This design comes from an exercise in tuning for small area and a short achievable clock period on the open sky130 flow, not from production work.
Power and IR drop assume default switching activity.

## arm7_execute
module arm7_execute (
	input             clk,
	input      [31:0] instr_i,   
	input      [31:0] rn_i,      
	input      [31:0] rd_i,      
	input      [31:0] rs_i,      
	input      [31:0] rm_i,      
	input      [31:0] pc_i,      
	input      [3:0]  nzcv_i,    
	output     [31:0] result_o,
	output     [3:0]  nzcv_o,
	output reg        wb_o,
	output reg        exec_o
);
wire is_dp, is_mul, is_ls, is_br;
inst_decode InstructionDecoder(
	.ir(instr_i), .is_dp(is_dp), .is_mul(is_mul), .is_ls(is_ls), .is_br(is_br));
wire [3:0] op = is_dp ? instr_i[24:21] : (is_ls & ~instr_i[23]) ? 4'd2 : 4'd4;
reg arith, inv1, inv2, sub, wb, zero1, sel_ms, sel_mc;
reg [1:0] cmode;    
always @* begin
	arith = 1'b0; inv1 = 1'b0; inv2 = 1'b0; sub = 1'b0; wb = 1'b1;
	zero1 = 1'b0; sel_ms = 1'b0; sel_mc = 1'b0; cmode = 2'd0;
	case (op)
		4'd0:  sel_mc = 1'b1;                                         
		4'd1:  sel_ms = 1'b1;                                         
		4'd2:  begin arith = 1'b1; inv2 = 1'b1; sub = 1'b1; cmode = 2'd1; end  
		4'd3:  begin arith = 1'b1; inv1 = 1'b1; sub = 1'b1; cmode = 2'd1; end  
		4'd4:  arith = 1'b1;                                          
		4'd5:  begin arith = 1'b1; cmode = 2'd2; end                  
		4'd6:  begin arith = 1'b1; inv2 = 1'b1; sub = 1'b1; cmode = 2'd2; end  
  ...
==> module bshift, before the edit <==
module bshift(instr_bit_25, imm_value, Rm, Rs, cin, operand2, c_to_alu);
	input        instr_bit_25;
	input [11:0] imm_value;
	input [31:0] Rm;
	input [7:0]  Rs;
	input        cin;
	output [31:0] operand2;
	output        c_to_alu;
	wire [2:0] sh       = imm_value[6:4];
	wire       reg_form = sh[0];
	wire [7:0] amt  = reg_form ? Rs : {3'd0, imm_value[11:7]};
	wire [4:0] a5   = amt[4:0];
	wire       hi   = |amt[7:5];                  
	wire       az   = ~hi & (a5 == 5'd0);         
	wire       a32  = (amt[7:5] == 3'd1) & (a5 == 5'd0);
	wire       le64 = (amt[7:6] == 2'd0) | (amt == 8'd64);
	wire       lsl  = (sh[2:1] == 2'd0);
	wire       lsr  = (sh[2:1] == 2'd1);
	wire       asr  = (sh[2:1] == 2'd2);
	wire       ror  = (sh[2:1] == 2'd3);
	wire       rrx  = ror & ~reg_form & (a5 == 5'd0);
	wire       sign = Rm[31];
	wire       imm  = instr_bit_25;
	wire [31:0] src = imm ? {24'd0, imm_value[7:0]} : Rm;
	wire [4:0]  r   = imm ? {imm_value[11:8], 1'b0} :
	                  lsl ? (5'd0 - a5) :
	                  rrx ? 5'd1 : a5;
	wire [31:0] s0 = r[0] ? {src[0],    src[31:1]}  : src;
	wire [31:0] s1 = r[1] ? {s0[1:0],   s0[31:2]}   : s0;
	wire [31:0] s2 = r[2] ? {s1[3:0],   s1[31:4]}   : s1;
	wire [31:0] s3 = r[3] ? {s2[7:0],   s2[31:8]}   : s2;
	wire [31:0] rot = r[4] ? {s3[15:0], s3[31:16]}  : s3;
	wire m_ones = imm | ((ror | az) & ~rrx);
	wire m_left = ~imm & lsl & ~az & ~hi;
	wire m_right = ~imm & ((lsr & ~az & ~hi) | (asr & ~az & ~hi) | rrx |
	                       (asr & hi & ~a32 & sign & le64 & (amt != 8'd64)));
	wire [4:0] ma = rrx ? 5'd1 : a5;
	wire [31:0] rmask = 32'hffffffff >> ma;
	wire [31:0] lmask = 32'hffffffff << ma;
	wire [31:0] M = {32{m_ones}} | ({32{m_left}} & lmask) | ({32{m_right}} & rmask);
	wire f1   = ~imm & asr & hi;                  
	wire fill = ~imm & ((asr & ~az & ~hi) | (asr & a32) ? sign : (rrx ? cin : 1'b0));
	assign operand2 = ((rot | {32{f1}}) & M) | ({32{fill}} & ~M);
	wire c_rot31 = imm ? (imm_value[11:8] != 4'd0) :
	               ((lsr | asr) & ~az & ~hi) | (lsr & a32) | rrx | (ror & ~rrx & (a5 != 5'd0));
	wire c_rot0  = ~imm & lsl & ~az & (~hi | a32);
	wire c_const = (imm | az | (ror & ~rrx)) ? cin :
	               (asr & hi & le64) ? sign : 1'b0;
	assign c_to_alu = c_rot31 ? rot[31] : c_rot0 ? rot[0] : c_const;
endmodule
==> flow/config.mk <==
export PLATFORM = sky130hd
export DESIGN_NAME = arm7_execute
export DESIGN_NICKNAME = arm7_execute
export VERILOG_FILES = /design/flow/design.v
export SDC_FILE = /design/flow/constraint.sdc
export NUM_CORES = 4
export LEC_CHECK = 0
export CAP_MARGIN = 20
export CORE_MARGIN = 2
export CORE_UTILIZATION = 40
export SLEW_MARGIN = 20
export TNS_END_PERCENT = 0
==> flow/constraint.sdc <==
create_clock -name core_clock -period 13.0 [get_ports {clk}]
set_input_delay 2.6000 -clock core_clock [delete_from_list [all_inputs] [get_ports {clk}]]
set_output_delay 2.6000 -clock core_clock [all_outputs]
set_load 0.01 [all_outputs]
standard.sh (not shown) runs the stock make flow with config.mk's settings and CLKGATE_MAP_FILE= SYNTH_SCRIPT=/design/flow/synth_recipe.tcl, a recipe that flattens the netlist after the stock synthesis.
==> flow/flow/run.sh <==
#!/bin/bash
set -euo pipefail
MARGIN=$(cat flow/margin)
bash standard.sh SETUP_SLACK_MARGIN=$MARGIN \
  "BUFFER_PORTS_ARGS=-buffer_cell sky130_fd_sc_hd__buf_2" finish > flow_standard.log 2>&1
==> flow/flow/margin <==
8
==> next run, changes <==
--- a/flow/design.v
+++ b/flow/design.v
@@ -53,8 +53,9 @@
 	wire       imm  = instr_bit_25;
 	wire [31:0] src = imm ? {24'd0, imm_value[7:0]} : Rm;
+	wire        pre = ~imm & lsl;
 	wire [4:0]  r   = imm ? {imm_value[11:8], 1'b0} :
-	                  lsl ? (5'd0 - a5) :
-	                  rrx ? 5'd1 : a5;
-	wire [31:0] s0 = r[0] ? {src[0],    src[31:1]}  : src;
+	                  rrx ? 5'd1 : (a5 ^ {5{lsl}});
+	wire [31:0] sp = pre  ? {src[0],    src[31:1]}  : src;
+	wire [31:0] s0 = r[0] ? {sp[0],     sp[31:1]}   : sp;
 	wire [31:0] s1 = r[1] ? {s0[1:0],   s0[31:2]}   : s0;
 	wire [31:0] s2 = r[2] ? {s1[3:0],   s1[31:4]}   : s1;
@@ -66,6 +67,12 @@
 	                       (asr & hi & ~a32 & sign & le64 & (amt != 8'd64)));
 	wire [4:0] ma = rrx ? 5'd1 : a5;
-	wire [31:0] rmask = 32'hffffffff >> ma;
-	wire [31:0] lmask = 32'hffffffff << ma;
+	reg  [31:0] lmask, rmask;
+	integer i;
+	always @* begin
+		for (i = 0; i < 32; i = i + 1) begin
+			lmask[i]      = (ma <= i);
+			rmask[31 - i] = (ma <= i);
+		end
+	end
 	wire [31:0] M = {32{m_ones}} | ({32{m_left}} & lmask) | ({32{m_right}} & rmask);
 	wire f1   = ~imm & asr & hi;                  
Routed wire length decreases by about 7%.
Design area climbs by about 1.7%.
Core utilization barely changes.
Global-route usage is lower by 3.0 points.
Via count is about the same.
Sequential share of layout area went down by 0.19 points.
Register-to-register slack is better by 0.20 ns.
Synthesized area goes up by about 1.3%.
Sequential power decreases by about 0.9%.
Hold slack is worse by 0.0036 ns.
Total power goes up by 1.3%.
No run of this note included a check of the RTL's function; only the layout flow was run.

==> static timing again, ports no longer ideal <==
The flow's constraints put no driver on any port. The routed layouts listed below were extracted and timed again, unchanged, in two steps. Step 1: set_driving_cell puts a clkbuf_16 on clk and a buf_2 on each other input, an assumption about the parent block. Step 2, shift: input delay + t, output delay - t, t = (earliest + latest rising clock arrival at the registers) / 2. This alone moves slack from input paths to output paths. Slacks: ideal ports / drivers / drivers and shift; pairs: ideal ports / drivers.
run	t, ns	slack for setup (ns)	hold slack, ns	latest minus earliest clock arrival (ns)	worst slew at a driven data input, ns
the first run	0.563	6.963 / 6.963 / 6.449	0.336 / 0.336 / 0.336	0.022 / 0.022	0.11
the second run	0.555	7.117 / 7.154 / 6.599	0.333 / 0.333 / 0.333	0.014 / 0.014	0.06
After both steps every run listed still meets setup and hold. For the second run, which loses most, drivers alone change the setup slack by +0.037 ns; drivers and shift together by -0.518 ns.
